Background: an optimization exercise with open tools, aiming at small area, a short achievable clock period and few clock cycles per item. Do not read the settings as production practice. The RTL was checked by simulation tests, not by an equivalence proof against the original design.

### flow/run.sh
#!/bin/bash
# Standard ORFS layout (the standard.sh, standard synthesis), with the
# port buffers made of sky130_fd_sc_hd__buf_1 instead of the resizer's default pick.
set -uo pipefail
export BUFFER_PORTS_ARGS="-buffer_cell sky130_fd_sc_hd__buf_1"
bash standard.sh > standard_flow.log 2>&1
### standard.sh
#!/bin/bash
# synth_recipe.tcl (not shown) runs the flow's synth.tcl, then flattens the netlist and writes it again
# the make line also repeats each setting of config.mk as NAME=value (left out here)
make -C /OpenROAD-flow-scripts/flow DESIGN_CONFIG=/design/flow/config.mk WORK_HOME=/design/flow/orfs CLKGATE_MAP_FILE= SYNTH_SCRIPT=/design/flow/synth_recipe.tcl "${@:-finish}"
### config.mk
export PLATFORM = sky130hd
export DESIGN_NAME = IOTDF
export DESIGN_NICKNAME = IOTDF
export VERILOG_FILES = /design/flow/design.v
export SDC_FILE = /design/flow/constraint.sdc
export NUM_CORES = 4
export LEC_CHECK = 0
export ABC_AREA = 1
export ABC_CLOCK_PERIOD_IN_PS = 2300
export CAP_MARGIN = 20
export CORE_MARGIN = 2
export CORE_UTILIZATION = 30
export CTS_BUF_LIST = sky130_fd_sc_hd__clkbuf_8
export CTS_CLUSTER_DIAMETER = 60
export CTS_CLUSTER_SIZE = 14
export PLACE_DENSITY = 0.85
export SETUP_SLACK_MARGIN = 2.25
export SLEW_MARGIN = 20
### constraint.sdc
create_clock -name core_clock -period 4.5 [get_ports {clk}]
set_input_delay 0.9000 -clock core_clock [delete_from_list [all_inputs] [get_ports {clk}]]
set_output_delay 0.9000 -clock core_clock [all_outputs]
set_load 0.01 [all_outputs]
### design.v
module IOTDF (input clk, input rst, input in_en, input [7:0] iot_in, input [2:0] fn_sel,
              output busy, output valid, output [127:0] iot_out);
    function [3:0] s1;
        input [5:0] x;
        case (x)
            6'd0: s1 = 4'd14;
            6'd1: s1 = 4'd0;
            6'd2: s1 = 4'd4;
            6'd3: s1 = 4'd15;
            6'd4: s1 = 4'd13;
            6'd5: s1 = 4'd7;
            6'd6: s1 = 4'd1;
            6'd7: s1 = 4'd4;
            6'd8: s1 = 4'd2;
            6'd9: s1 = 4'd14;
            6'd10: s1 = 4'd15;
            6'd11: s1 = 4'd2;
            6'd12: s1 = 4'd11;
            6'd13: s1 = 4'd13;
            6'd14: s1 = 4'd8;
            6'd15: s1 = 4'd1;
            6'd16: s1 = 4'd3;
            6'd17: s1 = 4'd10;
            6'd18: s1 = 4'd10;
            6'd19: s1 = 4'd6;
            6'd20: s1 = 4'd6;
            6'd21: s1 = 4'd12;
            6'd22: s1 = 4'd12;
            6'd23: s1 = 4'd11;
            6'd24: s1 = 4'd5;
            6'd25: s1 = 4'd9;
            6'd26: s1 = 4'd9;
            6'd27: s1 = 4'd5;
            6'd28: s1 = 4'd0;
            6'd29: s1 = 4'd3;
            6'd30: s1 = 4'd7;
            6'd31: s1 = 4'd8;
            6'd32: s1 = 4'd4;
            6'd33: s1 = 4'd15;
            6'd34: s1 = 4'd1;
            6'd35: s1 = 4'd12;
            6'd36: s1 = 4'd14;
            6'd37: s1 = 4'd8;
            6'd38: s1 = 4'd8;
            6'd39: s1 = 4'd2;
            6'd40: s1 = 4'd13;
            6'd41: s1 = 4'd4;
            6'd42: s1 = 4'd6;
            6'd43: s1 = 4'd9;
            6'd44: s1 = 4'd2;
            6'd45: s1 = 4'd1;
            6'd46: s1 = 4'd11;
            6'd47: s1 = 4'd7;
            6'd48: s1 = 4'd15;
            6'd49: s1 = 4'd5;
            6'd50: s1 = 4'd12;
            6'd51: s1 = 4'd11;
            6'd52: s1 = 4'd9;
            6'd53: s1 = 4'd3;
            6'd54: s1 = 4'd7;
            6'd55: s1 = 4'd14;
            6'd56: s1 = 4'd3;
            6'd57: s1 = 4'd10;
            6'd58: s1 = 4'd10;
            6'd59: s1 = 4'd0;
            6'd60: s1 = 4'd5;
            6'd61: s1 = 4'd6;
            6'd62: s1 = 4'd0;
            6'd63: s1 = 4'd13;
        endcase
    endfunction
    function [3:0] s2;
        input [5:0] x;
        case (x)
            6'd0: s2 = 4'd15;
            6'd1: s2 = 4'd3;
            6'd2: s2 = 4'd1;
            6'd3: s2 = 4'd13;
            6'd4: s2 = 4'd8;
            6'd5: s2 = 4'd4;
            6'd6: s2 = 4'd14;
            6'd7: s2 = 4'd7;
            6'd8: s2 = 4'd6;
            6'd9: s2 = 4'd15;
            6'd10: s2 = 4'd11;
            6'd11: s2 = 4'd2;
            6'd12: s2 = 4'd3;
            6'd13: s2 = 4'd8;
            6'd14: s2 = 4'd4;
            6'd15: s2 = 4'd14;
            6'd16: s2 = 4'd9;
            6'd17: s2 = 4'd12;
            6'd18: s2 = 4'd7;
            6'd19: s2 = 4'd0;
            6'd20: s2 = 4'd2;
            6'd21: s2 = 4'd1;
            6'd22: s2 = 4'd13;
            6'd23: s2 = 4'd10;
            6'd24: s2 = 4'd12;
            6'd25: s2 = 4'd6;
            6'd26: s2 = 4'd0;
            6'd27: s2 = 4'd9;
            6'd28: s2 = 4'd5;
            6'd29: s2 = 4'd11;
            6'd30: s2 = 4'd10;
            6'd31: s2 = 4'd5;
            6'd32: s2 = 4'd0;
            6'd33: s2 = 4'd13;
            6'd34: s2 = 4'd14;
            6'd35: s2 = 4'd8;
            6'd36: s2 = 4'd7;
            6'd37: s2 = 4'd10;
            6'd38: s2 = 4'd11;
            6'd39: s2 = 4'd1;
            6'd40: s2 = 4'd10;
            6'd41: s2 = 4'd3;
            6'd42: s2 = 4'd4;
            6'd43: s2 = 4'd15;
            6'd44: s2 = 4'd13;
            6'd45: s2 = 4'd4;
            6'd46: s2 = 4'd1;
            6'd47: s2 = 4'd2;
            6'd48: s2 = 4'd5;
            6'd49: s2 = 4'd11;
            6'd50: s2 = 4'd8;
            6'd51: s2 = 4'd6;
            6'd52: s2 = 4'd12;
            6'd53: s2 = 4'd7;
            6'd54: s2 = 4'd6;
            6'd55: s2 = 4'd12;
            6'd56: s2 = 4'd9;
            6'd57: s2 = 4'd0;
            6'd58: s2 = 4'd3;
            6'd59: s2 = 4'd5;
            6'd60: s2 = 4'd2;
            6'd61: s2 = 4'd14;
            6'd62: s2 = 4'd15;
            6'd63: s2 = 4'd9;
        endcase
    endfunction
    function [3:0] s3;
        input [5:0] x;
        case (x)
            6'd0: s3 = 4'd10;
            6'd1: s3 = 4'd13;
            6'd2: s3 = 4'd0;
            6'd3: s3 = 4'd7;
            6'd4: s3 = 4'd9;
            6'd5: s3 = 4'd0;
            6'd6: s3 = 4'd14;
            6'd7: s3 = 4'd9;
            6'd8: s3 = 4'd6;
            6'd9: s3 = 4'd3;
            6'd10: s3 = 4'd3;
            6'd11: s3 = 4'd4;
            6'd12: s3 = 4'd15;
            6'd13: s3 = 4'd6;
            6'd14: s3 = 4'd5;
            6'd15: s3 = 4'd10;
            6'd16: s3 = 4'd1;
            6'd17: s3 = 4'd2;
            6'd18: s3 = 4'd13;
            6'd19: s3 = 4'd8;
            6'd20: s3 = 4'd12;
            6'd21: s3 = 4'd5;
            6'd22: s3 = 4'd7;
            6'd23: s3 = 4'd14;
            6'd24: s3 = 4'd11;
            6'd25: s3 = 4'd12;
            6'd26: s3 = 4'd4;
            6'd27: s3 = 4'd11;
            6'd28: s3 = 4'd2;
            6'd29: s3 = 4'd15;
            6'd30: s3 = 4'd8;
            6'd31: s3 = 4'd1;
            6'd32: s3 = 4'd13;
            6'd33: s3 = 4'd1;
            6'd34: s3 = 4'd6;
            6'd35: s3 = 4'd10;
            6'd36: s3 = 4'd4;
            6'd37: s3 = 4'd13;
            6'd38: s3 = 4'd9;
            6'd39: s3 = 4'd0;
            6'd40: s3 = 4'd8;
            6'd41: s3 = 4'd6;
            6'd42: s3 = 4'd15;
            6'd43: s3 = 4'd9;
            6'd44: s3 = 4'd3;
            6'd45: s3 = 4'd8;
            6'd46: s3 = 4'd0;
            6'd47: s3 = 4'd7;
            6'd48: s3 = 4'd11;
            6'd49: s3 = 4'd4;
            6'd50: s3 = 4'd1;
            6'd51: s3 = 4'd15;
            6'd52: s3 = 4'd2;
            6'd53: s3 = 4'd14;
            6'd54: s3 = 4'd12;
            6'd55: s3 = 4'd3;
            6'd56: s3 = 4'd5;
            6'd57: s3 = 4'd11;
            6'd58: s3 = 4'd10;
            6'd59: s3 = 4'd5;
            6'd60: s3 = 4'd14;
            6'd61: s3 = 4'd2;
            6'd62: s3 = 4'd7;
            6'd63: s3 = 4'd12;
        endcase
    endfunction
    function [3:0] s4;
        input [5:0] x;
        case (x)
            6'd0: s4 = 4'd7;
            6'd1: s4 = 4'd13;
            6'd2: s4 = 4'd13;
            6'd3: s4 = 4'd8;
            6'd4: s4 = 4'd14;
            6'd5: s4 = 4'd11;
            6'd6: s4 = 4'd3;
            6'd7: s4 = 4'd5;
            6'd8: s4 = 4'd0;
            6'd9: s4 = 4'd6;
            6'd10: s4 = 4'd6;
            6'd11: s4 = 4'd15;
            6'd12: s4 = 4'd9;
            6'd13: s4 = 4'd0;
            6'd14: s4 = 4'd10;
            6'd15: s4 = 4'd3;
            6'd16: s4 = 4'd1;
            6'd17: s4 = 4'd4;
            6'd18: s4 = 4'd2;
            6'd19: s4 = 4'd7;
            6'd20: s4 = 4'd8;
            6'd21: s4 = 4'd2;
            6'd22: s4 = 4'd5;
            6'd23: s4 = 4'd12;
            6'd24: s4 = 4'd11;
            6'd25: s4 = 4'd1;
            6'd26: s4 = 4'd12;
            6'd27: s4 = 4'd10;
            6'd28: s4 = 4'd4;
            6'd29: s4 = 4'd14;
            6'd30: s4 = 4'd15;
            6'd31: s4 = 4'd9;
            6'd32: s4 = 4'd10;
            6'd33: s4 = 4'd3;
            6'd34: s4 = 4'd6;
            6'd35: s4 = 4'd15;
            6'd36: s4 = 4'd9;
            6'd37: s4 = 4'd0;
            6'd38: s4 = 4'd0;
            6'd39: s4 = 4'd6;
            6'd40: s4 = 4'd12;
            6'd41: s4 = 4'd10;
            6'd42: s4 = 4'd11;
            6'd43: s4 = 4'd1;
            6'd44: s4 = 4'd7;
            6'd45: s4 = 4'd13;
            6'd46: s4 = 4'd13;
            6'd47: s4 = 4'd8;
            6'd48: s4 = 4'd15;
            6'd49: s4 = 4'd9;
            6'd50: s4 = 4'd1;
            6'd51: s4 = 4'd4;
            6'd52: s4 = 4'd3;
            6'd53: s4 = 4'd5;
            6'd54: s4 = 4'd14;
            6'd55: s4 = 4'd11;
            6'd56: s4 = 4'd5;
            6'd57: s4 = 4'd12;
            6'd58: s4 = 4'd2;
            6'd59: s4 = 4'd7;
            6'd60: s4 = 4'd8;
            6'd61: s4 = 4'd2;
            6'd62: s4 = 4'd4;
            6'd63: s4 = 4'd14;
        endcase
    endfunction
    function [3:0] s5;
        input [5:0] x;
        case (x)
            6'd0: s5 = 4'd2;
            6'd1: s5 = 4'd14;
            6'd2: s5 = 4'd12;
            6'd3: s5 = 4'd11;
            6'd4: s5 = 4'd4;
            6'd5: s5 = 4'd2;
            6'd6: s5 = 4'd1;
            6'd7: s5 = 4'd12;
            6'd8: s5 = 4'd7;
            6'd9: s5 = 4'd4;
            6'd10: s5 = 4'd10;
            6'd11: s5 = 4'd7;
            6'd12: s5 = 4'd11;
            6'd13: s5 = 4'd13;
            6'd14: s5 = 4'd6;
            6'd15: s5 = 4'd1;
            6'd16: s5 = 4'd8;
            6'd17: s5 = 4'd5;
            6'd18: s5 = 4'd5;
            6'd19: s5 = 4'd0;
            6'd20: s5 = 4'd3;
            6'd21: s5 = 4'd15;
            6'd22: s5 = 4'd15;
            6'd23: s5 = 4'd10;
            6'd24: s5 = 4'd13;
            6'd25: s5 = 4'd3;
            6'd26: s5 = 4'd0;
            6'd27: s5 = 4'd9;
            6'd28: s5 = 4'd14;
            6'd29: s5 = 4'd8;
            6'd30: s5 = 4'd9;
            6'd31: s5 = 4'd6;
            6'd32: s5 = 4'd4;
            6'd33: s5 = 4'd11;
            6'd34: s5 = 4'd2;
            6'd35: s5 = 4'd8;
            6'd36: s5 = 4'd1;
            6'd37: s5 = 4'd12;
            6'd38: s5 = 4'd11;
            6'd39: s5 = 4'd7;
            6'd40: s5 = 4'd10;
            6'd41: s5 = 4'd1;
            6'd42: s5 = 4'd13;
            6'd43: s5 = 4'd14;
            6'd44: s5 = 4'd7;
            6'd45: s5 = 4'd2;
            6'd46: s5 = 4'd8;
            6'd47: s5 = 4'd13;
            6'd48: s5 = 4'd15;
            6'd49: s5 = 4'd6;
            6'd50: s5 = 4'd9;
            6'd51: s5 = 4'd15;
            6'd52: s5 = 4'd12;
            6'd53: s5 = 4'd0;
            6'd54: s5 = 4'd5;
            6'd55: s5 = 4'd9;
            6'd56: s5 = 4'd6;
            6'd57: s5 = 4'd10;
            6'd58: s5 = 4'd3;
            6'd59: s5 = 4'd4;
            6'd60: s5 = 4'd0;
            6'd61: s5 = 4'd5;
            6'd62: s5 = 4'd14;
            6'd63: s5 = 4'd3;
        endcase
    endfunction
    function [3:0] s6;
        input [5:0] x;
        case (x)
            6'd0: s6 = 4'd12;
            6'd1: s6 = 4'd10;
            6'd2: s6 = 4'd1;
            6'd3: s6 = 4'd15;
            6'd4: s6 = 4'd10;
            6'd5: s6 = 4'd4;
            6'd6: s6 = 4'd15;
            6'd7: s6 = 4'd2;
            6'd8: s6 = 4'd9;
            6'd9: s6 = 4'd7;
            6'd10: s6 = 4'd2;
            6'd11: s6 = 4'd12;
            6'd12: s6 = 4'd6;
            6'd13: s6 = 4'd9;
            6'd14: s6 = 4'd8;
            6'd15: s6 = 4'd5;
            6'd16: s6 = 4'd0;
            6'd17: s6 = 4'd6;
            6'd18: s6 = 4'd13;
            6'd19: s6 = 4'd1;
            6'd20: s6 = 4'd3;
            6'd21: s6 = 4'd13;
            6'd22: s6 = 4'd4;
            6'd23: s6 = 4'd14;
            6'd24: s6 = 4'd14;
            6'd25: s6 = 4'd0;
            6'd26: s6 = 4'd7;
            6'd27: s6 = 4'd11;
            6'd28: s6 = 4'd5;
            6'd29: s6 = 4'd3;
            6'd30: s6 = 4'd11;
            6'd31: s6 = 4'd8;
            6'd32: s6 = 4'd9;
            6'd33: s6 = 4'd4;
            6'd34: s6 = 4'd14;
            6'd35: s6 = 4'd3;
            6'd36: s6 = 4'd15;
            6'd37: s6 = 4'd2;
            6'd38: s6 = 4'd5;
            6'd39: s6 = 4'd12;
            6'd40: s6 = 4'd2;
            6'd41: s6 = 4'd9;
            6'd42: s6 = 4'd8;
            6'd43: s6 = 4'd5;
            6'd44: s6 = 4'd12;
            6'd45: s6 = 4'd15;
            6'd46: s6 = 4'd3;
            6'd47: s6 = 4'd10;
            6'd48: s6 = 4'd7;
            6'd49: s6 = 4'd11;
            6'd50: s6 = 4'd0;
            6'd51: s6 = 4'd14;
            6'd52: s6 = 4'd4;
            6'd53: s6 = 4'd1;
            6'd54: s6 = 4'd10;
            6'd55: s6 = 4'd7;
            6'd56: s6 = 4'd1;
            6'd57: s6 = 4'd6;
            6'd58: s6 = 4'd13;
            6'd59: s6 = 4'd0;
            6'd60: s6 = 4'd11;
            6'd61: s6 = 4'd8;
            6'd62: s6 = 4'd6;
            6'd63: s6 = 4'd13;
        endcase
    endfunction
    function [3:0] s7;
        input [5:0] x;
        case (x)
            6'd0: s7 = 4'd4;
            6'd1: s7 = 4'd13;
            6'd2: s7 = 4'd11;
            6'd3: s7 = 4'd0;
            6'd4: s7 = 4'd2;
            6'd5: s7 = 4'd11;
            6'd6: s7 = 4'd14;
            6'd7: s7 = 4'd7;
            6'd8: s7 = 4'd15;
            6'd9: s7 = 4'd4;
            6'd10: s7 = 4'd0;
            6'd11: s7 = 4'd9;
            6'd12: s7 = 4'd8;
            6'd13: s7 = 4'd1;
            6'd14: s7 = 4'd13;
            6'd15: s7 = 4'd10;
            6'd16: s7 = 4'd3;
            6'd17: s7 = 4'd14;
            6'd18: s7 = 4'd12;
            6'd19: s7 = 4'd3;
            6'd20: s7 = 4'd9;
            6'd21: s7 = 4'd5;
            6'd22: s7 = 4'd7;
            6'd23: s7 = 4'd12;
            6'd24: s7 = 4'd5;
            6'd25: s7 = 4'd2;
            6'd26: s7 = 4'd10;
            6'd27: s7 = 4'd15;
            6'd28: s7 = 4'd6;
            6'd29: s7 = 4'd8;
            6'd30: s7 = 4'd1;
            6'd31: s7 = 4'd6;
            6'd32: s7 = 4'd1;
            6'd33: s7 = 4'd6;
            6'd34: s7 = 4'd4;
            6'd35: s7 = 4'd11;
            6'd36: s7 = 4'd11;
            6'd37: s7 = 4'd13;
            6'd38: s7 = 4'd13;
            6'd39: s7 = 4'd8;
            6'd40: s7 = 4'd12;
            6'd41: s7 = 4'd1;
            6'd42: s7 = 4'd3;
            6'd43: s7 = 4'd4;
            6'd44: s7 = 4'd7;
            6'd45: s7 = 4'd10;
            6'd46: s7 = 4'd14;
            6'd47: s7 = 4'd7;
            6'd48: s7 = 4'd10;
            6'd49: s7 = 4'd9;
            6'd50: s7 = 4'd15;
            6'd51: s7 = 4'd5;
            6'd52: s7 = 4'd6;
            6'd53: s7 = 4'd0;
            6'd54: s7 = 4'd8;
            6'd55: s7 = 4'd15;
            6'd56: s7 = 4'd0;
            6'd57: s7 = 4'd14;
            6'd58: s7 = 4'd5;
            6'd59: s7 = 4'd2;
            6'd60: s7 = 4'd9;
            6'd61: s7 = 4'd3;
            6'd62: s7 = 4'd2;
            6'd63: s7 = 4'd12;
        endcase
    endfunction
    function [3:0] s8;
        input [5:0] x;
        case (x)
            6'd0: s8 = 4'd13;
            6'd1: s8 = 4'd1;
            6'd2: s8 = 4'd2;
            6'd3: s8 = 4'd15;
            6'd4: s8 = 4'd8;
            6'd5: s8 = 4'd13;
            6'd6: s8 = 4'd4;
            6'd7: s8 = 4'd8;
            6'd8: s8 = 4'd6;
            6'd9: s8 = 4'd10;
            6'd10: s8 = 4'd15;
            6'd11: s8 = 4'd3;
            6'd12: s8 = 4'd11;
            6'd13: s8 = 4'd7;
            6'd14: s8 = 4'd1;
            6'd15: s8 = 4'd4;
            6'd16: s8 = 4'd10;
            6'd17: s8 = 4'd12;
            6'd18: s8 = 4'd9;
            6'd19: s8 = 4'd5;
            6'd20: s8 = 4'd3;
            6'd21: s8 = 4'd6;
            6'd22: s8 = 4'd14;
            6'd23: s8 = 4'd11;
            6'd24: s8 = 4'd5;
            6'd25: s8 = 4'd0;
            6'd26: s8 = 4'd0;
            6'd27: s8 = 4'd14;
            6'd28: s8 = 4'd12;
            6'd29: s8 = 4'd9;
            6'd30: s8 = 4'd7;
            6'd31: s8 = 4'd2;
            6'd32: s8 = 4'd7;
            6'd33: s8 = 4'd2;
            6'd34: s8 = 4'd11;
            6'd35: s8 = 4'd1;
            6'd36: s8 = 4'd4;
            6'd37: s8 = 4'd14;
            6'd38: s8 = 4'd1;
            6'd39: s8 = 4'd7;
            6'd40: s8 = 4'd9;
            6'd41: s8 = 4'd4;
            6'd42: s8 = 4'd12;
            6'd43: s8 = 4'd10;
            6'd44: s8 = 4'd14;
            6'd45: s8 = 4'd8;
            6'd46: s8 = 4'd2;
            6'd47: s8 = 4'd13;
            6'd48: s8 = 4'd0;
            6'd49: s8 = 4'd15;
            6'd50: s8 = 4'd6;
            6'd51: s8 = 4'd12;
            6'd52: s8 = 4'd10;
            6'd53: s8 = 4'd9;
            6'd54: s8 = 4'd13;
            6'd55: s8 = 4'd0;
            6'd56: s8 = 4'd15;
            6'd57: s8 = 4'd3;
            6'd58: s8 = 4'd3;
            6'd59: s8 = 4'd5;
            6'd60: s8 = 4'd5;
            6'd61: s8 = 4'd6;
            6'd62: s8 = 4'd8;
            6'd63: s8 = 4'd11;
        endcase
    endfunction
    function [55:0] pc1;
        input [63:0] k;
        pc1 = {k[7], k[15], k[23], k[31], k[39], k[47], k[55], k[63], k[6], k[14], k[22], k[30], k[38], k[46], k[54], k[62], k[5], k[13], k[21], k[29], k[37], k[45], k[53], k[61], k[4], k[12], k[20], k[28], k[1], k[9], k[17], k[25], k[33], k[41], k[49], k[57], k[2], k[10], k[18], k[26], k[34], k[42], k[50], k[58], k[3], k[11], k[19], k[27], k[35], k[43], k[51], k[59], k[36], k[44], k[52], k[60]};
    endfunction
    function [63:0] ipc1;
        input [55:0] cd;
        input [7:0] p;
        ipc1 = {cd[48], cd[40], cd[32], cd[0], cd[4], cd[12], cd[20], p[7], cd[49], cd[41], cd[33], cd[1], cd[5], cd[13], cd[21], p[6], cd[50], cd[42], cd[34], cd[2], cd[6], cd[14], cd[22], p[5], cd[51], cd[43], cd[35], cd[3], cd[7], cd[15], cd[23], p[4], cd[52], cd[44], cd[36], cd[28], cd[8], cd[16], cd[24], p[3], cd[53], cd[45], cd[37], cd[29], cd[9], cd[17], cd[25], p[2], cd[54], cd[46], cd[38], cd[30], cd[10], cd[18], cd[26], p[1], cd[55], cd[47], cd[39], cd[31], cd[11], cd[19], cd[27], p[0]};
    endfunction
    function [47:0] pc2;
        input [55:0] x;
        pc2 = {x[42], x[39], x[45], x[32], x[55], x[51], x[53], x[28], x[41], x[50], x[35], x[46], x[33], x[37], x[44], x[52], x[30], x[48], x[40], x[49], x[29], x[36], x[43], x[54], x[15], x[4], x[25], x[19], x[9], x[1], x[26], x[16], x[5], x[11], x[23], x[8], x[12], x[7], x[17], x[0], x[22], x[3], x[10], x[14], x[6], x[20], x[27], x[24]};
    endfunction
    function [63:0] ip;
        input [63:0] p;
        ip = {p[6], p[14], p[22], p[30], p[38], p[46], p[54], p[62], p[4], p[12], p[20], p[28], p[36], p[44], p[52], p[60], p[2], p[10], p[18], p[26], p[34], p[42], p[50], p[58], p[0], p[8], p[16], p[24], p[32], p[40], p[48], p[56], p[7], p[15], p[23], p[31], p[39], p[47], p[55], p[63], p[5], p[13], p[21], p[29], p[37], p[45], p[53], p[61], p[3], p[11], p[19], p[27], p[35], p[43], p[51], p[59], p[1], p[9], p[17], p[25], p[33], p[41], p[49], p[57]};
    endfunction
    function [63:0] fp;
        input [63:0] x;
        fp = {x[24], x[56], x[16], x[48], x[8], x[40], x[0], x[32], x[25], x[57], x[17], x[49], x[9], x[41], x[1], x[33], x[26], x[58], x[18], x[50], x[10], x[42], x[2], x[34], x[27], x[59], x[19], x[51], x[11], x[43], x[3], x[35], x[28], x[60], x[20], x[52], x[12], x[44], x[4], x[36], x[29], x[61], x[21], x[53], x[13], x[45], x[5], x[37], x[30], x[62], x[22], x[54], x[14], x[46], x[6], x[38], x[31], x[63], x[23], x[55], x[15], x[47], x[7], x[39]};
    endfunction
    function [47:0] e;
        input [31:0] x;
        e = {x[0], x[31], x[30], x[29], x[28], x[27], x[28], x[27], x[26], x[25], x[24], x[23], x[24], x[23], x[22], x[21], x[20], x[19], x[20], x[19], x[18], x[17], x[16], x[15], x[16], x[15], x[14], x[13], x[12], x[11], x[12], x[11], x[10], x[9], x[8], x[7], x[8], x[7], x[6], x[5], x[4], x[3], x[4], x[3], x[2], x[1], x[0], x[31]};
    endfunction
    function [31:0] pp;
        input [31:0] x;
        pp = {x[16], x[25], x[12], x[11], x[3], x[20], x[4], x[15], x[31], x[17], x[9], x[6], x[27], x[14], x[1], x[22], x[30], x[24], x[8], x[18], x[0], x[5], x[29], x[23], x[13], x[19], x[2], x[26], x[10], x[21], x[28], x[7]};
    endfunction
    function [2:0] crc8;
        input [2:0] r;
        input [7:0] d;
        integer i;
        reg [2:0] c;
        reg fb;
        begin
            c = r;
            for (i = 7; i >= 0; i = i - 1) begin
                fb = c[2] ^ d[i];
                c = {c[1], c[0] ^ fb, fb};
            end
            crc8 = c;
        end
    endfunction
    function [7:0] g2b;
        input c;
        input [7:0] g;
        integer i;
        reg b;
        begin
            b = c;
            for (i = 7; i >= 0; i = i - 1) begin
                b = b ^ g[i];
                g2b[i] = b;
            end
        end
    endfunction
    reg         busy_r, valid_r;
    reg [3:0]   cnt;         
    reg         m_des, m_enc;    
    reg         plsb;        
    reg [127:0] O;           
    reg         act;         
    reg [3:0]   rc;          
    reg [31:0]  Lr, Rr;
    reg [27:0]  Cr, Dr;
    reg [7:0]   P;           
    assign busy = busy_r;
    assign valid = valid_r;
    assign iot_out = O;
    wire [127:0] blk   = {O[119:0], iot_in};       
    wire         first = (cnt == 4'd0);
    wire         last  = in_en & (cnt == 4'd15);
    wire         load  = last & m_des;
    wire         copy  = act & (rc == 4'd0);
    wire [55:0]  cd0 = pc1(blk[127:64]);
    wire [47:0]  K   = pc2({Cr, Dr});
    wire [47:0]  sx  = e(Rr) ^ K;
    wire [31:0]  so  = {s1(sx[47:42]), s2(sx[41:36]), s3(sx[35:30]), s4(sx[29:24]),
                        s5(sx[23:18]), s6(sx[17:12]), s7(sx[11:6]), s8(sx[5:0])};
    wire [31:0]  Rn  = Lr ^ pp(so);
    wire [63:0]  des_out = fp({Rn, Rr});
    wire [55:0]  cd_key  = m_enc ? {Cr, Dr} : {Cr[0], Cr[27:1], Dr[0], Dr[27:1]};
    wire [63:0]  key_out = ipc1(cd_key, P);
    wire         amt1 = (rc == 4'd1) | (rc == 4'd8) | (rc == 4'd15);
    wire         f_crc = (fn_sel == 3'd3);
    wire         f_b2g = (fn_sel == 3'd4);
    wire         f_g2b = (fn_sel == 3'd5);
    wire         c_in = ~first & (f_g2b ? O[0] : plsb);
    wire [2:0]   crc_in = first ? 3'd0 : O[2:0];
    reg  [7:0]   byte_in;
    always @(*) begin
        if (f_crc)      byte_in = {5'd0, crc8(crc_in, iot_in)};
        else if (f_b2g) byte_in = iot_in ^ {c_in, iot_in[7:1]};
        else if (f_g2b) byte_in = g2b(c_in, iot_in);
        else            byte_in = iot_in;
    end
    wire busy_n = ~(in_en & (cnt == 4'd14)) &
                  (load | (act & ~((rc == 4'd0) | (rc == 4'd15))));
    wire valid_n = (last & ~m_des) | copy;
    always @(posedge clk or posedge rst) begin
        if (rst) begin
            busy_r <= 1'b0; valid_r <= 1'b0;
            cnt <= 4'd0;
            act <= 1'b0;
        end else begin
            busy_r <= busy_n; valid_r <= valid_n;
            if (in_en) cnt <= cnt + 4'd1;
            if (load) act <= 1'b1;
            else if (copy) act <= 1'b0;
        end
    end
    always @(posedge clk) begin
        plsb <= iot_in[0];
        m_des <= (fn_sel == 3'd1) | (fn_sel == 3'd2);
        m_enc <= (fn_sel == 3'd1);
        rc <= load ? 4'd1 : rc + 4'd1;
        if (copy) O <= {key_out, des_out};
        else O <= {O[119:8], O[7:3], O[2:0] & {3{~f_crc}}, byte_in};
        if (load) begin
            {Lr, Rr} <= ip(blk[63:0]);
            {Cr, Dr} <= m_enc ? {cd0[54:28], cd0[55], cd0[26:0], cd0[27]} : cd0;
            P <= {blk[120], blk[112], blk[104], blk[96], blk[88], blk[80], blk[72], blk[64]};
        end else begin
            Lr <= Rr;
            Rr <= Rn;
            if (m_enc) begin
                if (amt1) {Cr, Dr} <= {Cr[26:0], Cr[27], Dr[26:0], Dr[27]};
                else      {Cr, Dr} <= {Cr[25:0], Cr[27:26], Dr[25:0], Dr[27:26]};
            end else begin
                if (amt1) {Cr, Dr} <= {Cr[0], Cr[27:1], Dr[0], Dr[27:1]};
                else      {Cr, Dr} <= {Cr[1:0], Cr[27:2], Dr[1:0], Dr[27:2]};
            end
        end
    end
endmodule
==> results of run 1 <==
## critical path: cells and delay by family, from the launching register on
family | cells | cell delay, ns
AOI/OAI and AO/OA | 4 | 0.59
DFF | 1 | 0.43
and+or+nand+nor | 4 | 0.33
xor gates and xnor gates | 2 | 0.42
buffers and inverters | 2 | 0.17
adders and majority gates | 1 | 0.21
## timing repair
item	4_1_cts	5_1_grt
buffers inserted	21	53
pin swaps	17	56
cloned	0	5
gates resized for setup	97	162
setup endpoints to repair	122	142
## logic make-up after synthesis
| group | Yosys count |
|---|---|
| fa+ha+maj | 62 |
| simple gates | 1283 |
| buf+inv | 333 |
| xor+xnor | 71 |
| flops | 270 |
| compound gates | 480 |
## cell usage in the layout (no fill, tap or decap), drive strengths merged
cell type	Yosys	final
a211oi	1	1
a21o	5	5
a21oi	40	40
a221oi	1	1
a22o	1	1
a22oi	1	1
a31oi	7	7
and3	1	1
buf	58	230
bufinv	0	4
clkbuf	73	32
clkinv	0	3
clkinvlp	0	5
dfrtp	7	7
dfxtp	255	255
edfxtp	8	8
ha	62	62
inv	202	203
nand2	752	753
nand3	337	337
nand3b	3	3
nand4	3	3
nor2	174	174
nor3	3	3
nor3b	1	1
o2111ai	4	4
o211ai	82	82
o21a	1	1
o21ai	263	263
o221ai	8	8
o22ai	10	10
o311ai	1	1
o31ai	55	55
or2	9	9
xnor2	46	46
xor2	25	25
## synth_stat cells, types with 30 or more instances
master                     instances
sky130_fd_sc_hd__a21oi_1          40
sky130_fd_sc_hd__clkbuf_1         73
sky130_fd_sc_hd__dfxtp_1         255
sky130_fd_sc_hd__ha_1             62
sky130_fd_sc_hd__inv_1           182
sky130_fd_sc_hd__nand2_1         742
sky130_fd_sc_hd__nand3_1         335
sky130_fd_sc_hd__nor2_1          171
sky130_fd_sc_hd__o211ai_1         81
sky130_fd_sc_hd__o21ai_0         230
sky130_fd_sc_hd__o21ai_1          30
sky130_fd_sc_hd__o31ai_1          55
sky130_fd_sc_hd__xnor2_1          32
## routing by layer
metal,vias up,global-route usage (%)
li1,8594,-
met1,8312,25.0
met2,1016,29.0
met3,163,4.45
met4,0,7.73
met5,-,0
## layout make-up
type,instances,area [um2],share of cell area (%)
inverter,202,807,4.06
clock inverter,12,179,0.901
timing repair inverter,1,5.00,0.0252
sequential,270,5640,28.4
multi-input combinational,1897,10500,53.1
tap,748,936,4.71
timing repair buffer,234,1360,6.86
clock buffer,28,385,1.94
## state kept, by name (all words and copies together), names as in the netlist
register / flops
Rr: 32
m_des: 1
rc: 4
act: 1
O: 128
Dr: 28
plsb: 1
P: 8
Lr: 32
cnt: 4
valid_r: 1
m_enc: 1
Cr: 28
busy_r: 1
## final timing paths
path                                       to  cells past startpoint
max                             O[34]$_DFF_P_                     13
min in group core_clock      rc[0]$_SDFF_PP1_                      1
max reg2reg                     O[34]$_DFF_P_                     13
min reg2reg                  rc[0]$_SDFF_PP1_                      1
max in group asynchronous  cnt[3]$_DFFE_PP0P_                      2
min                          busy_r$_DFF_PP0_                      2
## stage by stage
stage	instances
after detailed placement	3273
after floorplan	2499
final	3392
after CTS	3334
after global routing	3392
after global placement	3273
==> impl_results.md, run 1 <==
- Status: no timing/DRC/antenna violations
- Starting density of the core: 30.2%
- Path category of the worst min-delay check: primary input to asynchronous set/reset pin
- Insertion delay to the later sink of the worst-skew pair: 0.61 ns
- Post-synth net total: 2575
- Setup tns final: 0 ns
- Layout cells sized above 1: 13.0%
- Max-cap violations: 0
- Combinational family with the most area after synthesis: simple AND/OR/NAND/NOR gates
- Global-route congestion overflow total: 0
- Number of antenna violations at the first check in global routing: 0
- Width of the chip: 239 um
- Number of synthesis warnings: 1
- Core outline area: between 50000 and 60000 um2
- CTS tree: yes
- Maximum single-stage delay on the critical path: 0.43 ns
- Multiplexer area fraction after synthesis: 0%
- Height of the chip: 239 um
- Number of optimization iterations in the first detailed-route pass: 8
- Gate Count Post-Synth: 2499
- Site Rows: 86
- Yosys top cell area share: between 30% and 40%
- WP data arrival: approximately 2.8 ns
- Met3 layer wire length in the routed design: 6.62 mm
- Fraction of the mapped netlist area in simple logic gates: between 30% and 40%
- Fmax: 436 MHz
- Total clock buffers created by CTS: 26
- Io pins: 144
- Syn Area/Cell: 6.65 um2
- Slack of the worst reg-to-reg path: 2.21 ns
- Total placed instance area: 17700 um2
- Clock transition at the registers of the reported paths: 0.10 ns
- Global-route usage over all layers: 18.8%
- Crit path launch type: register
- Via/cell ratio: roughly 5.3
- Total wire length after detailed routing: 58.9 mm
- Launch instance of the worst register-to-register path: Rr[31]$_DFF_P_
- Xor and xnor area share after synthesis: ~4.7%
- Number of buffers inserted for hold repair after clock tree synthesis: 0
- Worst slack after detailed placement: 1.67 ns
- Total length of routed met2 wires: 25.7 mm
- Type of the worst setup path: register to register
- Post-synth ARST share: 2.59%
- Area of all placed cells without fillers: 19900 um2
- Sequence of cells on the critical path: xor2_4, inv_2, ha_2, inv_1, nand2_1, nand2_2, o21ai_1, nand2_1, o21ai_1, o21ai_2, xnor2_2, nand2_1, o21ai_0
- Wire length of the first global-routing pass: 86.1 mm
- Slew at the pin closest to its max-slew limit: 0.827 ns
- Signed area change from the synthesized netlist to the final layout: 19.4%
- Highest layer used for signal routing: met4
- Source of the critical timing path: Rr[31]$_DFF_P_
- Min Clock Period, post-route: roughly 2.3 ns
- Adder and majority gate portion of the synthesized area: 4.67%
- Number of I/O port buffers: 143
- Cells taking the most area after synthesis: sky130_fd_sc_hd__dfxtp_1, sky130_fd_sc_hd__nand2_1, sky130_fd_sc_hd__nand3_1
- Routed length on met1: 23.8 mm
- Data required time at the worst endpoint: approximately 5 ns
- Largest net degree at the start of global routing: 143
- Antenna diodes: 0
- Library cell contributing the largest single delay on the critical path: sky130_fd_sc_hd__dfxtp_4
- Fin. max-slew vios: 0
- Floorplan die area: about 57000 um2
- Final WS setup: roughly 2.2 ns
- Detailed-route via count: 18085
- Share of synthesized area occupied by flip-flops and latches: 33.2%
- WHS: 0.168 ns
- Nets: 2708
- Number of library cell types mapped by synthesis: 48
- Routability-driven placement congestion ratio: 0.937
- Prevailing post-synth register cell: sky130_fd_sc_hd__dfxtp_1
- Clock Root Buffer: sky130_fd_sc_hd__clkbuf_8
- Setup-violating endpoint count in the final report: 0
- Via count of the first global-routing pass: ~16000
- Setup repair after global routing missed its margin: yes
- Count of fill cells added during filler insertion: ~5700
- Half-perimeter wire length after placement: approximately 42 mm
- Number of H-tree branching levels: 1
- Cell type with the highest occurrence count on the critical path: sky130_fd_sc_hd__nand2_1
- Clock skew after layout: roughly 0.056 ns
- Fin. Hold Viols: 0
- Endpoint kind of the worst setup timing path: register
- Number of flops mapped to enable cells by yosys: 8
- Routed Antenna Nets: 0
- Slew Limit Headroom: 44.5%
- Complex-gate fraction of the synthesized area: 17.2%
- Clock Sink Count: 270
- Crit Path Max Fanout: 4
- Final Util: a little over a third
- Violation count after the first detailed-route iteration: 2315
- Ratio of final minimum period to clock period: 50.9%
- FF+latch count, synth: 270
- Library cell with the largest summed area after synthesis: sky130_fd_sc_hd__dfxtp_1
- Netlist Area Pre-Place: roughly 17000 um2
- Wire length per cell after detailed routing: around 17 um
- Remaining design rule violation count: 0
- Largest buffer count on any clock path: 3
Testbench counts, summed over its fixed seeds: cycles 8,100, items 480.
==> inputs of run 2 (changes only) <==
--- a/config.mk
+++ b/config.mk
@@ -13,6 +13,5 @@
 export CTS_BUF_LIST = sky130_fd_sc_hd__clkbuf_8
 export CTS_CLUSTER_DIAMETER = 60
 export CTS_CLUSTER_SIZE = 14
-export PLACE_DENSITY = 0.85
-export SETUP_SLACK_MARGIN = 2.25
+export SETUP_SLACK_MARGIN = 2.1
 export SLEW_MARGIN = 20
==> run 2 against run 1 <==
  * Non-clock buffer count shrank 27
  * First-iteration DRC count shrank 29%
  * Critical path type unchanged
  * Critical endpoint is now O[46]$_DFF_P_
==> impl_results.md, run 2 <==
- Netlist Area Pre-Place: 16600 um2 (unchanged)
- Data required time at the worst endpoint: 4.98 ns (+0.02 ns)
- WP data arrival: 2.78 ns (+0.03 ns)
- Number of synthesis warnings: 1 (unchanged)
- Via count of the first global-routing pass: 15295 (-1.9%)
- Total clock buffers created by CTS: 28 (+7.7%)
- Largest net degree at the start of global routing: 142 (-0.70%)
- Slew at the pin closest to its max-slew limit: 1.03 ns (+0.204 ns)
- Final WS setup: 2.20 ns (-0.00493 ns)
- Status: no timing/DRC/antenna violations
- Clock skew after layout: 0.0589 ns (+0.00290 ns)
- Fmax: 435 MHz (-0.21%)
- Width of the chip: 239 um (unchanged)
- Worst slack after detailed placement: 1.67 ns (-0.00503 ns)
- Slack of the worst reg-to-reg path: 2.20 ns (about the same)
- Dominant cell by count in the synthesized netlist: sky130_fd_sc_hd__nand2_1
- Via/cell ratio: 5.11 (-4.2%)
- Global-route congestion overflow total: 0 (unchanged)
- Post-Layout Cell Count: 3372 (-0.59%)
- Library cell with the largest summed area after synthesis: sky130_fd_sc_hd__dfxtp_1
- Core outline area: 55000 um2 (unchanged)
- Floorplan die area: 57300 um2 (unchanged)
- Wire length per cell after detailed routing: 17.1 um (-1.7%)
- Most common library cell in the layout ignoring fill and taps: sky130_fd_sc_hd__nand2_1
- Total wire length after detailed routing: 57.6 mm (-2.2%)
- Clock Sink Count: 270 (unchanged)
- Routed Antenna Nets: 0 (unchanged)
- Syn Area/Cell: 6.65 um2 (unchanged)
- Largest buffer count on any clock path: 3 (unchanged)
- Site Rows: 86 (unchanged)
- Post-synth ARST share: 2.59% (unchanged)
- Violation count after the first detailed-route iteration: 1654 (-29%)
- Cells taking the most area after synthesis: sky130_fd_sc_hd__dfxtp_1, sky130_fd_sc_hd__nand2_1, sky130_fd_sc_hd__nand3_1
- Height of the chip: 239 um (unchanged)
- Number of antenna violations at the first check in global routing: 2 (+2)
- Crit Path Max Fanout: 5 (+1)
- Max-cap violations: 0 (unchanged)
- Number of library cell types mapped by synthesis: 48 (unchanged)
- Remaining design rule violation count: 0 (unchanged)
- Fin. max-slew vios: 0 (unchanged)
- Crit path launch type: register
- Starting density of the core: 30.2% (unchanged)
- Clock transition at the registers of the reported paths: 0.09 ns (about the same)
- Nets: 2682 (-0.96%)
- Instance count after placement with tap cells included: 3275 (+0.061%)
- Post-synth net total: 2575 (unchanged)
- Commonest cells after routing, fill and taps aside: sky130_fd_sc_hd__nand2_1, sky130_fd_sc_hd__nand3_1, sky130_fd_sc_hd__dfxtp_1
- Clock Root Buffer: sky130_fd_sc_hd__clkbuf_8
- Number of I/O port buffers: 143 (unchanged)
- Register ranked first by flip-flop count: O
- Commonest cells post-synth: sky130_fd_sc_hd__nand2_1, sky130_fd_sc_hd__nand3_1, sky130_fd_sc_hd__dfxtp_1, sky130_fd_sc_hd__o21ai_0, sky130_fd_sc_hd__inv_1
- Wire length of the first global-routing pass: 88.2 mm (+2.4%)
- Max reg flops: 128 (unchanged)
- Io pins: 144 (unchanged)
- Type of the worst setup path: register to register
- Number of H-tree branching levels: 1 (unchanged)
- Number of optimization iterations in the first detailed-route pass: 6 (-2)
- Number of flops mapped to enable cells by yosys: 8 (unchanged)
- Fin. Hold Viols: 0 (unchanged)
- FF+latch count, synth: 270 (unchanged)
- Ratio of final minimum period to clock period: 51.1% (+0.11 points)
- Slew Limit Headroom: 30.8% (-14 points)
- Gate Count Post-Synth: 2499 (unchanged)
- Detailed-route via count: 17231 (-4.7%)
- Yosys top cell area share: 30.7% (unchanged)
- Global-route usage over all layers: 19.4% (+0.63 points)
- Final Util: 35.1% (-1.0 points)
- Layout cells sized above 1: 10.4% (-2.6 points)
- Share of synthesized area occupied by flip-flops and latches: 33.2% (unchanged)
- CTS tree: yes
- Setup repair after global routing missed its margin: yes
- Insertion delay to the later sink of the worst-skew pair: 0.63 ns (+0.02 ns)
- Signed area change from the synthesized netlist to the final layout: 16.0%
- Setup tns final: 0 ns (unchanged)
- Min Clock Period, post-route: 2.30 ns (+0.00493 ns)
- Path category of the worst min-delay check: primary input to asynchronous set/reset pin
- Endpoint kind of the worst setup timing path: register
- Setup-violating endpoint count in the final report: 0 (unchanged)
- Prevailing post-synth register cell: sky130_fd_sc_hd__dfxtp_1
- Routability-driven placement congestion ratio: 0.950 (+1.4%)
- Half-perimeter wire length after placement: 42.2 mm (+1.7%)
- Largest registers in the final layout: O x128, Lr x32, Rr x32
run 2: what timing repair did:
| item | CTS | global route |
|---|---|---|
| gates resized for setup | 62 | 108 |
| pin swaps | 9 | 30 |
| endpoints found under the setup margin | 108 | 149 |
| hold buffers | 0 | 0 |
| buffers inserted | 10 | 38 |
| gates cloned | 1 | 0 |
run 2: final cells by class:
type,count,area [um2]
fill,5920,35700
multi-input combinational,1896,10300
sequential,270,5620
timing repair buffer,207,1070
tap,748,936
inverter,202,801
clock buffer,31,427
clock inverter,15,158
timing repair inverter,1,7.51
antenna,2,5.00
run 2: final timing paths:
check / from / end / depth (start not counted)
min in group core_clock: rc[0]$_SDFF_PP1_ / rc[0]$_SDFF_PP1_ / 1
max in group asynchronous: rst / act$_DFFE_PP0P_ / 2
setup reg to reg: Rr[19]$_DFF_P_ / O[46]$_DFF_P_ / 13
hold / removal: rst / valid_r$_DFF_PP0_ / 2
setup / recovery: Rr[19]$_DFF_P_ / O[46]$_DFF_P_ / 13
hold reg to reg: rc[0]$_SDFF_PP1_ / rc[0]$_SDFF_PP1_ / 1
run 2: cells by family after synthesis:
| logic type | Yosys count | share of synthesized area [%] |
|---|---|---|
| compound gates | 480 | 17.2 |
| fa+ha+maj | 62 | 4.67 |
| simple gates | 1283 | 32.1 |
| buf+inv | 333 | 8.22 |
| flops | 270 | 33.2 |
| xor+xnor | 71 | 4.67 |
run 2: per-stage QoR:
| step | instance area, um2 | hold slack (ns) |
|---|---|---|
| after floorplan | 16600 | 0.413 |
| after detailed placement | 17700 | 0.431 |
| after global placement | 17600 | 0.424 |
| after global routing | 19300 | 0.180 |
| after CTS | 18600 | 0.158 |
| final | 19300 | 0.193 |
run 2: routing by layer:
layer	part of all wire (%)	routed length [um]	up-vias	global-route usage, %
met5	0	0	-	0
li1	-	-	8513	-
met1	46	26500	7960	28.0
met4	3.0	1740	0	6.46
met2	44	25300	669	29.7
met3	7.0	4040	89	2.41
run 2: worst max-delay path: stages, from the launching register on:
cell	delay, ns
sky130_fd_sc_hd__dfxtp_4	0.44
sky130_fd_sc_hd__xor2_4	0.24
sky130_fd_sc_hd__ha_1	0.31
sky130_fd_sc_hd__nor2_2	0.16
sky130_fd_sc_hd__inv_1	0.13
sky130_fd_sc_hd__nand2_1	0.10
sky130_fd_sc_hd__inv_1	0.05
sky130_fd_sc_hd__o21ai_1	0.11
sky130_fd_sc_hd__nor2_1	0.07
sky130_fd_sc_hd__nand2_1	0.08
sky130_fd_sc_hd__nand2_1	0.11
sky130_fd_sc_hd__or2_1	0.24
sky130_fd_sc_hd__nand3_1	0.07
sky130_fd_sc_hd__o21ai_1	0.06
==> inputs of run 3 (changes only) <==
--- a/config.mk
+++ b/config.mk
@@ -13,5 +13,6 @@
 export CTS_BUF_LIST = sky130_fd_sc_hd__clkbuf_8
 export CTS_CLUSTER_DIAMETER = 60
 export CTS_CLUSTER_SIZE = 14
-export SETUP_SLACK_MARGIN = 2.1
+export PLACE_DENSITY = 0.75
+export SETUP_SLACK_MARGIN = 2.35
 export SLEW_MARGIN = 20
==> run 3 against run 2 <==
  * Die area unchanged
  * Largest cell class unchanged
  * Via count increased by 5.4%
  * Design area increased by 7.7%
  * Critical endpoint is now O[40]$_DFF_P_
  * Critical path depth decreased by 1
  * Area after synthesis unchanged
  * Non-clock buffer count increased by 76
==> impl_results.md, run 3 <==
- Status: no timing/DRC/antenna violations
- Number of buffers inserted for hold repair after clock tree synthesis: 0 (unchanged)
- Dominant cell by count in the synthesized netlist: sky130_fd_sc_hd__nand2_1
- Via/cell ratio: 5.26 (+2.9%)
- Register ranked first by flip-flop count: O
- Nets: 2762 (+3.0%)
- Cell family with most CP delay: compound AO/OA/AOI/OAI gates
- Clock Sink Count: 270 (unchanged)
- Clock Root Buffer: sky130_fd_sc_hd__clkbuf_8
- Launch instance of the worst register-to-register path: Rr[21]$_DFF_P_
- Number of H-tree branching levels: 1 (unchanged)
- Most common library cell in the layout ignoring fill and taps: sky130_fd_sc_hd__nand2_1
- Largest net degree at the start of global routing: 143 (+0.70%)
- Violation count after the first detailed-route iteration: 1893 (+14%)
- WP data arrival: 2.72 ns (-0.06 ns)
- Global-route usage over all layers: 18.7% (-0.65 points)
- Fin. max-slew vios: 0 (unchanged)
- Number of synthesis warnings: 1 (unchanged)
- Number of antenna violations at the first check in global routing: 0 (-2)
- Post-synth net total: 2575 (unchanged)
- Routability-driven placement congestion ratio: 0.979 (+3.0%)
- Endpoint kind of the worst setup timing path: register
- Final Util: 37.8% (+2.7 points)
- Remaining design rule violation count: 0 (unchanged)
- Gate Count Post-Synth: 2499 (unchanged)
- Commonest cells after routing, fill and taps aside: sky130_fd_sc_hd__nand2_1, sky130_fd_sc_hd__nand3_1, sky130_fd_sc_hd__o21ai_0
- Global-route congestion overflow total: 0 (unchanged)
- Crit Path Max Fanout: 15 (+10)
- FF+latch count, synth: 270 (unchanged)
- Largest buffer count on any clock path: 3 (unchanged)
- Maximum single-stage delay on the critical path: 0.38 ns (-0.06 ns)
- Routed Antenna Nets: 0 (unchanged)
- Wire length per cell after detailed routing: 17.1 um (about the same)
- Number of optimization iterations in the first detailed-route pass: 6 (unchanged)
- Prevailing post-synth register cell: sky130_fd_sc_hd__dfxtp_1
- Io pins: 144 (unchanged)
- Netlist Area Pre-Place: 16600 um2 (unchanged)
- Max-cap violations: 0 (unchanged)
- Crit path buf inv count: 3 (+1)
- Half-perimeter wire length after placement: 40.1 mm (-4.9%)
- Crit path launch type: register
- Detailed-route via count: 18161 (+5.4%)
- Slew Limit Headroom: 39.1% (+8.3 points)
- Clock transition at the registers of the reported paths: 0.09 ns (about the same)
- Sequence of cells on the critical path: inv_1, nand2_1, nand2_4, inv_1, nand2_1, o22ai_1, o21ai_1, o211ai_1, buf_4, a21o_1, nand3_1, o21ai_0
- Fin. Hold Viols: 0 (unchanged)
- Critical R2R Capture: O[40]$_DFF_P_
- Starting density of the core: 30.2% (unchanged)
- Share of synthesized area occupied by flip-flops and latches: 33.2% (unchanged)
- Height of the chip: 239 um (unchanged)
- Antenna diodes: 0 (-2)
- Type of the worst setup path: register to register
- Signed area change from the synthesized netlist to the final layout: 24.9%
- Ratio of final minimum period to clock period: 49.1% (-2.0 points)
- Wire length of the first global-routing pass: 86.0 mm (-2.4%)
- Commonest cells post-synth: sky130_fd_sc_hd__nand2_1, sky130_fd_sc_hd__nand3_1, sky130_fd_sc_hd__dfxtp_1, sky130_fd_sc_hd__o21ai_0, sky130_fd_sc_hd__inv_1
- Min Clock Period, post-route: 2.21 ns (-0.0886 ns)
- Max reg flops: 128 (unchanged)
- Layout cells sized above 1: 21.6% (+11 points)
- Total placed instance area: 17700 um2 (+0.26%)
- Core outline area: 55000 um2 (unchanged)
- Number of flops mapped to enable cells by yosys: 8 (unchanged)
- Slack of the worst reg-to-reg path: 2.29 ns (+0.09 ns)
- Clock skew after layout: 0.0183 ns (-0.0406 ns)
- Cells on worst reg2reg path: 12 (-1)
- Largest registers in the final layout: O x128, Lr x32, Rr x32
- Library cell with the largest summed area after synthesis: sky130_fd_sc_hd__dfxtp_1
- Total wire length after detailed routing: 59.0 mm (+2.4%)
- Path category of the worst min-delay check: primary input to asynchronous set/reset pin
- Post-synth ARST share: 2.59% (unchanged)
- Via count of the first global-routing pass: 15264 (-0.20%)
- Number of library cell types mapped by synthesis: 48 (unchanged)
- Area of all placed cells without fillers: 20800 um2 (+7.7%)
- Fmax: 453 MHz (+4.0%)
- Number of I/O port buffers: 143 (unchanged)
- Insertion delay to the later sink of the worst-skew pair: 0.65 ns (+0.02 ns)
- Width of the chip: 239 um (unchanged)
- Setup repair after global routing missed its margin: yes
- Setup-violating endpoint count in the final report: 0 (unchanged)
- CTS tree: yes
- Data required time at the worst endpoint: 5.01 ns (+0.03 ns)
- Library cell contributing the largest single delay on the critical path: sky130_fd_sc_hd__dfxtp_1
- Slew at the pin closest to its max-slew limit: 0.907 ns (-0.124 ns)
- Site Rows: 86 (unchanged)
- Syn Area/Cell: 6.65 um2 (unchanged)
- Total clock buffers created by CTS: 30 (+7.1%)
- Setup tns final: 0 ns (unchanged)
- Cells taking the most area after synthesis: sky130_fd_sc_hd__dfxtp_1, sky130_fd_sc_hd__nand2_1, sky130_fd_sc_hd__nand3_1
- Yosys top cell area share: 30.7% (unchanged)
- Floorplan die area: 57300 um2 (unchanged)
[run 3: stage by stage]
step	hold slack (ns)	instances	setup WS [ns]
after detailed placement	0.431	3272	1.76
final	0.148	3453	2.29
after global routing	0.179	3453	2.22
after floorplan	0.413	2499	2.29
after global placement	0.424	3272	1.82
after CTS	0.136	3358	2.23
[run 3: how the worst max path moves through the flow]
stage,from,end,slack (ns),cells after the start
finish,Rr[21]$_DFF_P_,O[40]$_DFF_P_,2.29,12
global route,Cr[7]$_DFF_P_,O[36]$_DFF_P_,2.22,13
CTS,Rr[11]$_DFF_P_,O[0]$_DFF_P_,2.23,14
detailed placement,Dr[9]$_DFF_P_,O[0]$_DFF_P_,1.76,14
global placement,Dr[9]$_DFF_P_,O[0]$_DFF_P_,1.82,14
floorplan,Dr[9]$_DFF_P_,O[0]$_DFF_P_,2.29,14
[run 3: cells by family after synthesis]
logic type	after synthesis	synth area share [%]
adders and majority gates	62	4.67
buffers and inverters	333	8.22
AOI/OAI and AO/OA	480	17.2
and+or+nand+nor	1283	32.1
xor gates and xnor gates	71	4.67
DFF	270	33.2
[run 3: area by class of cell]
type                    count  area (um2)
fillers                  5551       34200
multi-input cells        1897       10900
flip-flops and latches    270        5740
repair buffers            283        1760
well taps                 748         936
inverters                 202         830
clock buffers              31         427
clock inverters            20         203
repair inverters            2        12.5
[run 3: timing repair]
item	4_1_cts	5_1_grt
gates resized for setup	210	283
cloned	1	2
pin swaps	19	104
setup endpoints to repair	174	163
buffers inserted	34	93
[run 3: metal layers]
metal	vias up	share of wire (%)	track usage [%]
met4	0	3.8	6.02
met3	157	9.0	3.41
met5	-	0	0
met2	941	45	29.5
li1	8704	-	-
met1	8359	42	25.8
==> inputs of run 4 (changes only) <==
--- a/config.mk
+++ b/config.mk
@@ -6,13 +6,12 @@
 export NUM_CORES = 4
 export LEC_CHECK = 0
 export ABC_AREA = 1
-export ABC_CLOCK_PERIOD_IN_PS = 2300
+export ABC_CLOCK_PERIOD_IN_PS = 2000
 export CAP_MARGIN = 20
 export CORE_MARGIN = 2
 export CORE_UTILIZATION = 30
 export CTS_BUF_LIST = sky130_fd_sc_hd__clkbuf_8
 export CTS_CLUSTER_DIAMETER = 60
 export CTS_CLUSTER_SIZE = 14
-export PLACE_DENSITY = 0.75
-export SETUP_SLACK_MARGIN = 2.35
+export SETUP_SLACK_MARGIN = 2.2
 export SLEW_MARGIN = 20
==> run 4 against run 3 <==
  * Clock skew increased by 0.039 ns
  * First-iteration DRC count fell by 3.8%
  * Critical endpoint is now O[10]$_DFF_P_
  * Still clean on timing, DRC and antenna
  * Hold slack improved by 0.046 ns
  * Area after synthesis did not move
==> impl_results.md, run 4 <==
- Status: no timing/DRC/antenna violations
- Detailed-route via count: 17461 (-3.9%)
- Routed Antenna Nets: 0 (unchanged)
- Share of synthesized area occupied by flip-flops and latches: 33.2% (unchanged)
- Fmax: 444 MHz (-1.8%)
- Library cell with the largest summed area after synthesis: sky130_fd_sc_hd__dfxtp_1
- Commonest cells after routing, fill and taps aside: sky130_fd_sc_hd__nand2_1, sky130_fd_sc_hd__nand3_1, sky130_fd_sc_hd__dfxtp_1
- Fin. Hold Viols: 0 (unchanged)
- Area of combinational cells with multiple inputs: 10400 um2 (-3.8%)
- Met3 layer wire length in the routed design: 3.99 mm (-25%)
- Clock Root Buffer: sky130_fd_sc_hd__clkbuf_8
- Maximum single-stage delay on the critical path: 0.39 ns (about the same)
- Wire length per cell after detailed routing: 17.3 um (+1.1%)
- Slew Limit Headroom: 36.0% (-3.1 points)
- Number of H-tree branching levels: 1 (unchanged)
- Number of optimization iterations in the first detailed-route pass: 6 (unchanged)
- Clock Sink Count: 270 (unchanged)
- Register ranked first by flip-flop count: O
- Io pins: 144 (unchanged)
- Total clock buffers created by CTS: 28 (-6.7%)
- Remaining design rule violation count: 0 (unchanged)
- Number of synthesis warnings: 1 (unchanged)
- Fraction of the mapped netlist area in simple logic gates: 32.1% (unchanged)
- Complex-gate fraction of the synthesized area: 17.2% (unchanged)
- Number of I/O port buffers: 143 (unchanged)
- Data required time at the worst endpoint: 5.02 ns (about the same)
- Half-perimeter wire length after placement: 42.2 mm (+5.2%)
- Largest net degree at the start of global routing: 142 (-0.70%)
- Total length of routed met2 wires: 26.0 mm (-1.4%)
- Global-route congestion overflow total: 0 (unchanged)
- Cell type with the highest occurrence count on the critical path: sky130_fd_sc_hd__nand2_1
- Cells taking the most area after synthesis: sky130_fd_sc_hd__dfxtp_1, sky130_fd_sc_hd__nand2_1, sky130_fd_sc_hd__nand3_1
- Wire length of the first global-routing pass: 89.5 mm (+4.0%)
- Starting density of the core: 30.2% (unchanged)
- Insertion delay to the later sink of the worst-skew pair: 0.63 ns (-0.02 ns)
- Library cell contributing the largest single delay on the critical path: sky130_fd_sc_hd__dfxtp_4
- Number of library cell types mapped by synthesis: 48 (unchanged)
- Xor and xnor area share after synthesis: 4.67% (unchanged)
- Yosys top cell area share: 30.7% (unchanged)
- WP data arrival: 2.77 ns (+0.05 ns)
- Nets: 2704 (-2.1%)
- Sequence of cells on the critical path: xnor2_4, inv_2, ha_4, inv_1, nand2_1, nand2_1, o211ai_1, o21ai_1, o21ai_2, xor2_1, nand2_1, o21ai_1
- Instance count after placement with tap cells included: 3275 (+0.092%)
- Signed area change from the synthesized netlist to the final layout: 18.3%
- Min Clock Period, post-route: 2.25 ns (+0.0411 ns)
- Sequential cell area: 5640 um2 (-1.8%)
- Post-synth net total: 2575 (unchanged)
- Total wire length after detailed routing: 58.6 mm (-0.63%)
- Height of the chip: 239 um (unchanged)
- Core outline area: 55000 um2 (unchanged)
- CTS tree: yes
- Largest buffer count on any clock path: 3 (unchanged)
- Max reg flops: 128 (unchanged)
- Violation count after the first detailed-route iteration: 1821 (-3.8%)
- Crit path launch type: register
- Setup repair after global routing missed its margin: yes
- Ratio of final minimum period to clock period: 50.0% (+0.91 points)
- Number of antenna violations at the first check in global routing: 2 (+2)
- Syn Area/Cell: 6.65 um2 (unchanged)
- FF+latch count, synth: 270 (unchanged)
- Endpoint kind of the worst setup timing path: register
- Most common library cell in the layout ignoring fill and taps: sky130_fd_sc_hd__nand2_1
- Global-route usage over all layers: 19.6% (+0.86 points)
- Largest registers in the final layout: O x128, Lr x32, Rr x32
- Commonest cells post-synth: sky130_fd_sc_hd__nand2_1, sky130_fd_sc_hd__nand3_1, sky130_fd_sc_hd__dfxtp_1, sky130_fd_sc_hd__o21ai_0, sky130_fd_sc_hd__inv_1
- Crit path buf inv count: 2 (-1)
- Cell family with most CP delay: compound AO/OA/AOI/OAI gates
- Setup-violating endpoint count in the final report: 0 (unchanged)
- Adder and majority gate portion of the synthesized area: 4.67% (unchanged)
- Netlist Area Pre-Place: 16600 um2 (unchanged)
- Path category of the worst min-delay check: primary input to asynchronous set/reset pin
- Crit Path Max Fanout: 4 (-11)
- Type of the worst setup path: register to register
- Number of buffers inserted for hold repair after clock tree synthesis: 0 (unchanged)
- Multiplexer area fraction after synthesis: 0% (unchanged)
- Fin. max-slew vios: 0 (unchanged)
- Count of fill cells added during filler insertion: 5896 (+6.2%)
- Combinational family with the most area after synthesis: simple AND/OR/NAND/NOR gates
- Width of the chip: 239 um (unchanged)
- Prevailing post-synth register cell: sky130_fd_sc_hd__dfxtp_1
- Via/cell ratio: 5.14 (-2.2%)
- Dominant cell by count in the synthesized netlist: sky130_fd_sc_hd__nand2_1
- Gate Count Post-Synth: 2499 (unchanged)
- Floorplan die area: 57300 um2 (unchanged)
- Highest layer used for signal routing: met4
- Clock skew after layout: 0.0569 ns (+0.0386 ns)
- Post-synth ARST share: 2.59% (unchanged)
- Via count of the first global-routing pass: 15482 (+1.4%)
- Site Rows: 86 (unchanged)
- Max-cap violations: 0 (unchanged)
- Setup tns final: 0 ns (unchanged)
- Layout cells sized above 1: 12.5% (-9.1 points)
- Routability-driven placement congestion ratio: 0.950 (-2.9%)
- Slew at the pin closest to its max-slew limit: 0.952 ns (+0.0455 ns)
- Clock transition at the registers of the reported paths: 0.09 ns (about the same)
- Routed length on met1: 26.8 mm (+7.0%)
- Number of flops mapped to enable cells by yosys: 8 (unchanged)
- Post-Layout Cell Count: 3394 (-1.7%)
run 4: cell families (layout without fill, tap and decap cells):
| kind of cell | after synthesis | after routing |
|---|---|---|
| AND/OR/NAND/NOR | 1283 | 1284 |
| AO/OA/AOI/OAI | 480 | 480 |
| buffers and inverters | 333 | 477 |
| flip-flops | 270 | 270 |
| XOR/XNOR | 71 | 71 |
| adder cells (fa/ha/maj) | 62 | 62 |
| other | 0 | 2 |
run 4: area by class of cell:
| class | count | area share [%] |
|---|---|---|
| tap | 748 | 4.76 |
| clock inverter | 15 | 0.802 |
| inverter | 202 | 4.15 |
| antenna | 2 | 0.0254 |
| multi-input combinational | 1897 | 53.1 |
| timing repair buffer | 228 | 6.28 |
| timing repair inverter | 1 | 0.0382 |
| clock buffer | 31 | 2.17 |
| sequential | 270 | 28.7 |
run 4: worst paths after layout:
kind / slack [ns] / to / from / cells after the start
min reg2reg: 0.45 / O[52]$_DFF_P_ / O[44]$_DFF_P_ / 2
max in group asynchronous: 4.08 / act$_DFFE_PP0P_ / rst / 2
max reg2reg: 2.25 / O[10]$_DFF_P_ / Cr[7]$_DFF_P_ / 12
max: 2.25 / O[10]$_DFF_P_ / Cr[7]$_DFF_P_ / 12
min: 0.19 / valid_r$_DFF_PP0_ / rst / 2
min in group core_clock: 0.45 / O[52]$_DFF_P_ / O[44]$_DFF_P_ / 2
run 4: what timing repair did:
item	4_1_cts	5_1_grt
buffers inserted	25	44
resized for setup	91	148
pin swaps	16	42
cloned	1	1
endpoints found under the hold margin	0	0
endpoints found under the setup margin	128	135
run 4: stage by stage:
step,hold WS [ns],setup slack [ns],util [%],instance area [um2]
detailed placement,0.431,1.67,32.1,17700
global route,0.180,2.10,35.8,19700
global placement,0.424,1.66,32.1,17600
CTS,0.158,2.17,34.3,18900
finish,0.194,2.25,35.8,19700
floorplan,0.413,2.22,-,16600
run 4: layer usage:
layer,up-vias,track usage (%)
li1,8554,-
met1,8144,28.1
met2,657,30.7
met3,106,2.29
met4,0,5.80
met5,-,0

what the ideal ports hide:
The flow's constraints put no driver on any port. The routed layouts listed below were extracted and timed again, unchanged, in two steps.
Step 1 (the two cells are an assumption about what drives the block):
set clk [get_ports {clk}]
set_driving_cell -lib_cell sky130_fd_sc_hd__clkbuf_16 $clk
set_driving_cell -lib_cell sky130_fd_sc_hd__buf_2 [delete_from_list [all_inputs] $clk]
Step 2 moves the port delays by t, midway between the first and last clock arrival at a register: inputs arrive t later, outputs are due t later. That takes back most of the time a late clock gives input paths.
a / b / c = ideal ports / drivers / drivers and shift; a / b = the first two.
| run | shift t [ns] | setup slack, ns | latest minus earliest clock arrival (ns) | worst register clock-pin slew, ns |
|---|---|---|---|---|
| run 1 | 0.632 | 2.207 / 2.207 / 1.768 | 0.056 / 0.056 | 0.10 / 0.10 |
| run 2 | 0.659 | 2.202 / 2.180 / 1.844 | 0.059 / 0.059 | 0.10 / 0.10 |
| run 3 | 0.686 | 2.291 / 2.291 / 1.854 | 0.021 / 0.020 | 0.10 / 0.10 |
| run 4 | 0.659 | 2.250 / 2.200 / 1.750 | 0.057 / 0.057 | 0.10 / 0.10 |
After both steps every run listed still meets setup and hold. The setup slack of run 4, which loses most, moves by -0.050 ns with the drivers and by -0.500 ns with both steps.
